From an optimization exercise on the open Yosys and OpenROAD flow, aimed at a short achievable clock period and few clock cycles; shortcuts taken in it are not production practice. Only simulation tests tie the RTL to the original design; equivalence was not proved. Power is estimated from default activity; no workload was simulated.

==> run a <==
==> flow/design.v (excerpt) <==
module arm_cpu(
	input wire clk,
	input wire reset,
	output wire [31:0] PC,
	input wire [31:0] Instr,
	output wire MemWrite,
	output wire [31:0] DataAdr,
	output wire [31:0] WriteData,
	input wire [31:0] ReadData
    );
	function cond_ok(input [3:0] c, input [3:0] f);
		reg n, z, cf, v;
		begin
			{n, z, cf, v} = f;
			case (c)
				4'b0000: cond_ok = z;
				4'b0001: cond_ok = ~z;
				4'b0010: cond_ok = cf;
				4'b0011: cond_ok = ~cf;
				4'b0100: cond_ok = n;
				4'b0101: cond_ok = ~n;
				4'b0110: cond_ok = v;
				4'b0111: cond_ok = ~v;
				4'b1000: cond_ok = cf & ~z;
				4'b1001: cond_ok = ~cf | z;
				4'b1010: cond_ok = (n == v);
				4'b1011: cond_ok = (n != v);
				4'b1100: cond_ok = ~z & (n == v);
				4'b1101: cond_ok = z | (n != v);
				4'b1110: cond_ok = 1'b1;
				default: cond_ok = 1'b0;
			endcase
		end
	endfunction
	reg [31:0] rf [0:14];
	reg [3:0]  flags;		 
	reg rst;
	always @(posedge clk)
		rst <= reset;
	reg [31:0] pc_f;
	localparam NB = 8;
	reg [NB-1:0] bt_v;
	reg [29:0]   bt_tag [0:NB-1];
	reg [29:0]   bt_tgt [0:NB-1];
	reg [2:0]    bt_ptr;
	reg          bu_set, bu_clr;		 
	reg [NB-1:0] bu_hit;
	reg [29:0]   bu_pc, bu_tgt;
	reg        d_valid;
	reg [31:0] d_ir, d_pc, d_pc4, d_pc8;
	reg        d_fp;			 
	reg        d_hiok;			 
	reg [NB-1:0] d_hit;
	reg        e_valid;
	reg [3:0]  e_cond, e_rd;
	reg        e_wr, e_ld, e_st, e_br;
	reg        e_sub, e_arith, e_and, e_fnz, e_fcv;
	reg [31:0] e_a, e_b, e_s;
	reg        e_am, e_bmp, e_bmn, e_be, e_fsm;
	reg        e_bres, e_bpred;
	reg [31:0] e_balt;
	reg        e_fp;
	reg [NB-1:0] e_hit;
	reg [29:0] e_pc, e_tgt;
	reg        m_we, m_ld, m_st;
	reg [3:0]  m_rd;
	reg [31:0] m_res, m_sd;
	reg        w_we, w_ld;
	reg [3:0]  w_rd;
	reg [31:0] w_res, w_rdata;
	wire [31:0] m_wd = m_ld ? ReadData : m_res;
	wire [31:0] w_data = w_ld ? w_rdata : w_res;
	reg [NB-1:0] f_hit, f_hi;
	reg [29:0]   f_tgt;
	integer bi;
	always @(*) begin
		f_tgt = 30'd0;
		for (bi = 0; bi < NB; bi = bi + 1) begin
			f_hit[bi] = bt_v[bi] & (bt_tag[bi][9:0] == pc_f[11:2]);
			f_hi[bi]  = (bt_tag[bi][29:10] == pc_f[31:12]);
			f_tgt = f_tgt | (bt_tgt[bi] & {30{f_hit[bi]}});
		end
	end
	wire f_fp = |f_hit;
	wire f_hiok = &(~f_hit | f_hi);
	wire [31:0] pc_f4 = {pc_f[31:2] + 30'd1, pc_f[1:0]};
  ...
clock: 11.0 ns
lec_check: 0
cap_margin: 20
core_margin: 2
core_utilization: 40
slew_margin: 20
standard.sh (not shown) runs the stock make flow with config.mk's settings and CLKGATE_MAP_FILE= SYNTH_SCRIPT=/design/flow/synth_recipe.tcl, a recipe that flattens the netlist after the stock synthesis.
==> flow/flow/run.sh <==
#!/bin/bash
# The standard layout, with:
#  - a tighter setup-repair margin (the repair keeps improving paths until their
#    slack at the design's period reaches the margin, or it runs out of moves)
#  - port buffers as plain buf_4 cells, and sizing not limited to same-footprint cells
export SETUP_SLACK_MARGIN=8
export BUFFER_PORTS_ARGS="-buffer_cell sky130_fd_sc_hd__buf_4"
bash standard.sh MATCH_CELL_FOOTPRINT=0 finish > standard.log 2>&1
==> run b: changes against run a <==
==> flow/design.v (replaced) <==
`timescale 1ns / 1ps
module alu(
	input wire [31:0] A,
	input wire [31:0] Bx,		 
	input wire        cin,		 
	input wire        arith,	 
	input wire        is_and,	 
	output wire [31:0] Result,
	output wire [3:0] Flags		 
    );
	wire [31:0] p = A ^ Bx;
	wire [31:0] g = A & Bx;
	wire [31:0] ga = g & {32{arith}};
	wire [31:0] q = arith ? p : (is_and ? g : (g | p));
	wire [32*6-1:0] G, P;
	assign G[31:0] = {ga[31:1], ga[0] | (p[0] & cin & arith)};
	assign P[31:0] = p;
	genvar l, i;
	generate
		for (l = 0; l < 5; l = l + 1) begin : lvl
			for (i = 0; i < 32; i = i + 1) begin : bt
				if (i >= (1 << l)) begin
					assign G[(l+1)*32+i] = G[l*32+i] | (P[l*32+i] & G[l*32+i-(1<<l)]);
					assign P[(l+1)*32+i] = P[l*32+i] & P[l*32+i-(1<<l)];
				end else begin
					assign G[(l+1)*32+i] = G[l*32+i];
					assign P[(l+1)*32+i] = P[l*32+i];
				end
			end
		end
	endgenerate
	wire [32:0] c = {G[191:160], cin & arith};
	assign Result = q ^ c[31:0];
	wire [31:0] zk = {A[30:0] | Bx[30:0], cin};
	wire zs = &(~(p ^ zk));
	wire zl = ~|q;
	assign Flags[3] = Result[31];
	assign Flags[2] = arith ? zs : zl;
	assign Flags[1] = c[32];
	assign Flags[0] = (A[31] == Bx[31]) & (Result[31] != A[31]);
endmodule
`timescale 1ns / 1ps
module arm_cpu(
	input wire clk,
	input wire reset,
	output wire [31:0] PC,
	input wire [31:0] Instr,
	output wire MemWrite,
	output wire [31:0] DataAdr,
	output wire [31:0] WriteData,
	input wire [31:0] ReadData
    );
	function cond_ok(input [3:0] c, input [3:0] f);
		reg n, z, cf, v;
		begin
			{n, z, cf, v} = f;
			case (c)
				4'b0000: cond_ok = z;
				4'b0001: cond_ok = ~z;
				4'b0010: cond_ok = cf;
				4'b0011: cond_ok = ~cf;
				4'b0100: cond_ok = n;
				4'b0101: cond_ok = ~n;
				4'b0110: cond_ok = v;
				4'b0111: cond_ok = ~v;
				4'b1000: cond_ok = cf & ~z;
				4'b1001: cond_ok = ~cf | z;
				4'b1010: cond_ok = (n == v);
				4'b1011: cond_ok = (n != v);
				4'b1100: cond_ok = ~z & (n == v);
				4'b1101: cond_ok = z | (n != v);
				4'b1110: cond_ok = 1'b1;
				default: cond_ok = 1'b0;
			endcase
		end
	endfunction
	reg [31:0] rf [0:14];
	reg [3:0]  flags;		 
	wire rst = reset;
	reg [31:0] pc_o;		 
	reg [31:0] pc_n;		 
	wire [31:0] pc_f = ~pc_n;
	reg [31:0] adr_o;		 
	localparam NB = 8;
	reg [NB-1:0] bt_v;
	reg [29:0]   bt_tag [0:NB-1];
	reg [29:0]   bt_tgt [0:NB-1];
	reg [3:0]    bt_cnd [0:NB-1];
	reg [2:0]    bt_ptr;
	reg          bu_set, bu_clr;		 
	reg [NB-1:0] bu_hit;
	reg [29:0]   bu_pc, bu_tgt;
	reg [3:0]    bu_cnd;
	reg        d_valid;
	reg [31:0] d_ir, d_pc, d_pc4, d_pc8;
	reg        d_fb;			 
	reg [3:0]  d_fbc;			 
	reg [NB-1:0] d_hit;
	reg        d_seq;			 
	reg [29:0] d_ppc;			 
	reg        e_valid;
	reg [3:0]  e_cond, e_rd;
	reg        e_wr, e_ld, e_st, e_br;
	reg        e_sub, e_arith, e_and, e_fnz, e_fcv;
	reg [31:0] e_a, e_b, e_s;
	reg        e_bres, e_bpred;
	reg [31:0] e_pc4, e_tgtf;
	reg        e_fb, e_fclr, e_seq;
	reg [3:0]  e_fbc;
	reg [31:0] e_fall;
	reg [NB-1:0] e_hit;
	reg [29:0] e_ppc;
	reg        m_fb;
	reg [3:0]  m_fbc;
	reg [31:0] m_fall;
	reg [NB-1:0] m_hit;
	reg        m_we, m_ld, m_st;
	reg [3:0]  m_rd;
	reg [31:0] m_res, m_sd;
	reg        w_we, w_ld;
	reg [3:0]  w_rd;
	reg [31:0] w_res, w_rdata;
	wire [31:0] m_wd = m_ld ? ReadData : m_res;
	wire [31:0] w_data = w_ld ? w_rdata : w_res;
	reg [NB-1:0] f_hit;
	reg [29:0]   f_tgt;
	reg [3:0]    f_cnd;
	integer bi;
	always @(*) begin
		f_tgt = 30'd0;
		f_cnd = 4'd0;
		for (bi = 0; bi < NB; bi = bi + 1) begin
			f_hit[bi] = bt_v[bi] & (bt_tag[bi] == pc_f[31:2]);
			f_tgt = f_tgt | (bt_tgt[bi] & {30{f_hit[bi]}});
			f_cnd = f_cnd | (bt_cnd[bi] & {4{f_hit[bi]}});
		end
	end
	wire f_fp = |f_hit;
	wire [31:0] f_npc = {f_tgt, 2'b00};
	wire [31:0] pc_f4 = {pc_f[31:2] + 30'd1, pc_f[1:0]};
	wire [31:0] pc_f8 = {pc_f[31:2] + 30'd2, pc_f[1:0]};
	wire m_redir = m_fb & ~cond_ok(m_fbc, flags);
	wire e_ok   = e_valid & ~m_redir;
	wire e_ck   = cond_ok(e_cond, flags);
	wire e_exec = e_ok & e_ck;
	wire [3:0] d_cond = d_ir[31:28];
	wire [1:0] d_op   = d_ir[27:26];
	wire       d_I    = d_ir[25];
	wire [3:0] d_cmd  = d_ir[24:21];
	wire       d_S    = d_ir[20];
	wire [3:0] d_rn   = d_ir[19:16];
	wire [3:0] d_rd   = d_ir[15:12];
	wire [3:0] d_rm   = d_ir[3:0];
	wire d_isdp  = (d_op == 2'b00);
	wire d_ismem = (d_op == 2'b01);
	wire d_isbr  = (d_op == 2'b10);
	wire d_ld    = d_ismem &  d_S;
	wire d_st    = d_ismem & ~d_S;
	wire d_rreg  = d_isdp & ~d_I;		 
	wire d_cadd = (d_cmd == 4'b0100);
	wire d_csub = (d_cmd == 4'b0010);
	wire d_cand = (d_cmd == 4'b0000);
	wire d_corr = (d_cmd == 4'b1100);
	wire d_m1 = (d_rn != 4'd15) & m_we & (m_rd == d_rn);
	wire d_m2 = (d_rm != 4'd15) & m_we & (m_rd == d_rm);
	wire d_m3 = (d_rd != 4'd15) & m_we & (m_rd == d_rd);
	wire [31:0] d_o1 = (d_rn == 4'd15) ? d_pc8 :
	                   (d_m1 & ~m_ld) ? m_res :
	                   (w_we && w_rd == d_rn) ? w_data : rf[d_rn];
	wire [31:0] d_o2 = (d_rm == 4'd15) ? d_pc8 :
	                   (d_m2 & ~m_ld) ? m_res :
	                   (w_we && w_rd == d_rm) ? w_data : rf[d_rm];
	wire [31:0] d_o3 = (d_rd == 4'd15) ? d_pc8 :
	                   (d_m3 & ~m_ld) ? m_res :
	                   (w_we && w_rd == d_rd) ? w_data : rf[d_rd];
	wire d_l1 = d_m1 & m_ld;
	wire d_l2 = d_m2 & m_ld;
	wire d_l3 = d_m3 & m_ld;
	wire d_inv = d_isdp & d_csub;
	wire [31:0] d_ob = (d_rreg ? d_o2 : d_imm) ^ {32{d_inv}};
	wire d_lb = d_rreg & d_l2;
	wire [31:0] d_rd1 = d_l1 ? ReadData : d_o1;
	wire [31:0] d_rd3 = d_l3 ? ReadData : d_o3;
	wire [31:0] d_b = ({32{d_lb & ~d_inv}} & ReadData) | ({32{d_lb & d_inv}} & ~ReadData) |
	                  ({32{~d_lb}} & d_ob);
	wire [31:0] d_imm = d_isdp ? {24'b0, d_ir[7:0]} : {20'b0, d_ir[11:0]};
	wire stall = d_valid & e_valid & e_ld &
	             (((d_isdp | d_ismem) & (e_rd == d_rn)) | (d_rreg & (e_rd == d_rm)) |
	              (d_st & (e_rd == d_rd)));
	wire e_wrx = e_exec & e_wr;
	wire d_fam = e_wrx & (e_rd == d_rn) & (d_rn != 4'd15);
	wire d_fbm = e_wrx & d_rreg & (e_rd == d_rm) & (d_rm != 4'd15);
	wire d_fsm = e_wrx & d_st & (e_rd == d_rd) & (d_rd != 4'd15);
	wire [31:0] d_tgt = {d_pc8[31:2] + {{6{d_ir[23]}}, d_ir[23:0]}, d_pc8[1:0]};
	wire d_brv = d_valid & d_isbr & ~(&d_ir[23:0]);	 
	wire flags_pend = e_valid & e_fnz;
	wire d_ck = cond_ok(d_cond, flags);
	wire d_dir = d_brv & (flags_pend ? d_ir[23] : d_ck);
	wire d_psets = d_isdp & d_S & (d_cadd | d_csub | d_cand | d_corr);
	wire d_fres  = ~flags_pend & ~d_psets;
	wire d_fmis  = d_valid & d_fb & d_fres & ~cond_ok(d_fbc, flags);
	wire d_redir = d_dir | d_fmis;
	wire [31:0] d_npc = d_fmis ? d_pc8 : d_tgt;
	wire [31:0] A  = e_a;
	wire [31:0] Bx = e_b;
	wire [31:0] SD = e_s;
	wire [31:0] res;
	wire fN, fZ, fC, fV;
	alu ALU
	(
		.A		(A),
		.Bx		(Bx),
		.cin		(e_sub),
		.arith	(e_arith),
		.is_and	(e_and),
		.Result	(res),
		.Flags	({fN, fZ, fC, fV})
	);
	wire e_redir = e_ok & e_br & ~e_bres & (e_ck != e_bpred);
	wire [31:0] e_rpc = e_ck ? e_tgtf : e_pc4;
	always @(posedge clk) begin
		if (rst) begin
			pc_n <= ~32'd0;
			pc_o <= 32'd0;
		end else if (m_redir) begin
			pc_n <= ~m_fall;
			pc_o <= m_fall;
		end else if (e_redir) begin
			pc_n <= ~e_rpc;
			pc_o <= e_rpc;
		end else if (stall) begin
			pc_n <= pc_n;
			pc_o <= pc_o;
		end else if (d_redir) begin
			pc_n <= ~d_npc;
			pc_o <= d_npc;
		end else if (f_fp) begin
			pc_n <= ~f_npc;
			pc_o <= f_npc;
		end else begin
			pc_n <= ~pc_f4;
			pc_o <= pc_f4;
		end
		if (rst | m_redir | e_redir)
			d_valid <= 1'b0;
		else if (!stall)
			d_valid <= ~d_redir;
		if (!stall) begin
			d_ir  <= Instr;
			d_pc  <= pc_f;
			d_pc4 <= pc_f4;
			d_pc8 <= pc_f8;
			d_fb  <= f_fp;
			d_fbc <= f_cnd;
			d_hit <= f_hit;
			d_seq <= d_valid & ~d_isbr & ~d_fb;
			d_ppc <= d_pc[31:2];
		end
		if (rst | m_redir | e_redir | stall)
			e_valid <= 1'b0;
		else
			e_valid <= d_valid;
		e_cond  <= d_cond;
		e_rd    <= d_rd;
		e_wr    <= d_isdp | d_ld;
		e_ld    <= d_ld;
		e_st    <= d_st;
		e_br    <= d_isbr & ~(&d_ir[23:0]);
		e_sub   <= d_isdp & d_csub;
		e_arith <= ~(d_isdp & (d_cand | d_corr));
		e_and   <= d_cand;
		e_fnz   <= d_isdp & d_S & (d_cadd | d_csub | d_cand | d_corr);
		e_fcv   <= d_isdp & d_S & (d_cadd | d_csub);
		e_a     <= d_fam ? res : d_rd1;
		e_b     <= d_fbm ? (res ^ {32{d_inv}}) : d_b;
		e_s     <= d_fsm ? res : d_rd3;
		e_bres  <= ~flags_pend;
		e_bpred <= d_dir;
		e_pc4   <= d_pc4;
		e_tgtf  <= d_tgt;
		e_fb    <= d_fb & ~d_fres;
		e_fclr  <= d_fmis;
		e_fbc   <= d_fbc;
		e_fall  <= d_pc8;
		e_hit   <= d_hit;
		e_seq   <= d_seq;
		e_ppc   <= d_ppc;
		if (rst)
			m_fb <= 1'b0;
		else
			m_fb <= e_ok & e_fb;
		m_fbc  <= e_fbc;
		m_fall <= e_fall;
		m_hit  <= e_hit;
		if (rst) begin
			bu_set <= 1'b0;
			bu_clr <= 1'b0;
		end else begin
			bu_set <= e_ok & e_br & e_ck & e_seq;
			bu_clr <= m_redir | (e_ok & e_fclr);
		end
		bu_hit <= m_redir ? m_hit : e_hit;
		bu_pc  <= e_ppc;
		bu_tgt <= e_tgtf[31:2];
		bu_cnd <= e_cond;
		if (rst) begin
			bt_v   <= {NB{1'b0}};
			bt_ptr <= 3'd0;
		end else if (bu_set) begin
			bt_v[bt_ptr]   <= 1'b1;
			bt_tag[bt_ptr] <= bu_pc;
			bt_tgt[bt_ptr] <= bu_tgt;
			bt_cnd[bt_ptr] <= bu_cnd;
			bt_ptr <= bt_ptr + 3'd1;
		end else if (bu_clr)
			bt_v <= bt_v & ~bu_hit;
		if (rst) begin
			m_we <= 1'b0;
			m_st <= 1'b0;
		end else begin
			m_we <= e_wrx;
			m_st <= e_exec & e_st;
		end
		m_ld  <= e_ld;
		m_rd  <= e_rd;
		m_res <= res;
		adr_o <= res & {32{e_ld | e_st}};
		m_sd  <= SD;
		if (e_exec & e_fnz)
			flags[3:2] <= {fN, fZ};
		if (e_exec & e_fcv)
			flags[1:0] <= {fC, fV};
		if (rst)
			w_we <= 1'b0;
		else
			w_we <= m_we;
		w_rd    <= m_rd;
		w_ld    <= m_ld;
		w_res   <= m_res;
		w_rdata <= ReadData;
		if (w_we && w_rd != 4'd15)
			rf[w_rd] <= w_data;
	end
	assign PC        = pc_o;
	assign MemWrite  = m_st;
	assign DataAdr   = adr_o;
	assign WriteData = m_sd;
endmodule
==> results.txt <==
| item | run a | run b |
|---|---|---|
| Clock tree skew after final layout | 0.0341 ns | 0.0722 ns |
| Core footprint | 172000 sq um | 195000 sq um |
| RR Startpoint | d_ir[27]$_DFFE_PN_ | flags[0]$_DFFE_PP_ |
| Worst IR Drop VDD | 0.169 mV | 0.179 mV |
| First-pass GRT wire length | 357000 um | 404000 um |
| Seq cells | 1579 | 1796 |
| Area fraction in compound gates after synthesis | 9.00% | 8.72% |
| Share of the clock period used by the worst path | 33.0% | 32.5% |
| Length in cells of the worst reg-to-reg path | 14 | 13 |
| Met3 wire len | 25900 um | 27900 um |
| Layout Cell Area excl Fill | 87200 sq um | 99300 sq um |
| Worst setup path startpoint | m_res[9]$_DFF_P_ | pc_o[2]$_SDFFE_PP0P_ |
| Fraction of the mapped netlist area in simple logic gates | 9.05% | 6.73% |
| Power density cells | 171 nW/um^2 | 164 nW/um^2 |
| Maximum number of pins on one net before global-route repair | 66 | 67 |
| Switching power share of the total | 26.7% | 26.5% |
| FF+latch area | 42900 sq um | 47900 sq um |
| Capture point of the worst reg-to-reg path | e_b[4]$_DFF_P_ | e_b[28]$_DFF_P_ |
| Distinct cells, synth | 101 | 81 |
| Run status | finished clean | finished clean |
| Share of synthesized area spent on multiplexers | 10.1% | 14.8% |
| Metal-1 WL | 94400 um | 105000 um |
| Number of standard cells in the layout, taps in and fillers out | 8336 | 9090 |
| Post-synthesis share of cell area spent on full adders, half adders and majority gates | 2.00% | 1.63% |
| Count of filler cells inserted in the layout | 14300 | 16200 |
| Non-clock buffer contribution to total cell area | 9.19% | 8.48% |
| Maximum clock frequency | 0.276 GHz | 0.279 GHz |
Testbench counts of run a, summed over its fixed seeds: cycles 12,843.
Testbench counts of run b, summed over its fixed seeds: cycles 12,188.

-- separate check: timing with driven ports --
No port has a modelled driver above. Below, the same layouts with a new extraction and two added sets of constraints.
Step 1: set_driving_cell puts a clkbuf_16 on clk and a buf_2 on each other input, an assumption about the parent block.
Step 2 moves the port delays by t, midway between the first and last clock arrival at a register: inputs arrive t later, outputs are due t later. That takes back most of the time a late clock gives input paths.
a / b / c = ideal ports / drivers / drivers and shift; a / b = the first two.
| run | shift t [ns] | setup WS [ns] | worst setup path after step 2 |
|---|---|---|---|
| run a | 0.884 | 7.374 / 7.288 / 7.424 | input to register |
| run b | 0.925 | 7.422 / 7.326 / 7.084 | input to register |
After both steps every run listed still meets setup and hold. For run b, which loses most, drivers alone change the setup slack by -0.096 ns; drivers and shift together by -0.338 ns.
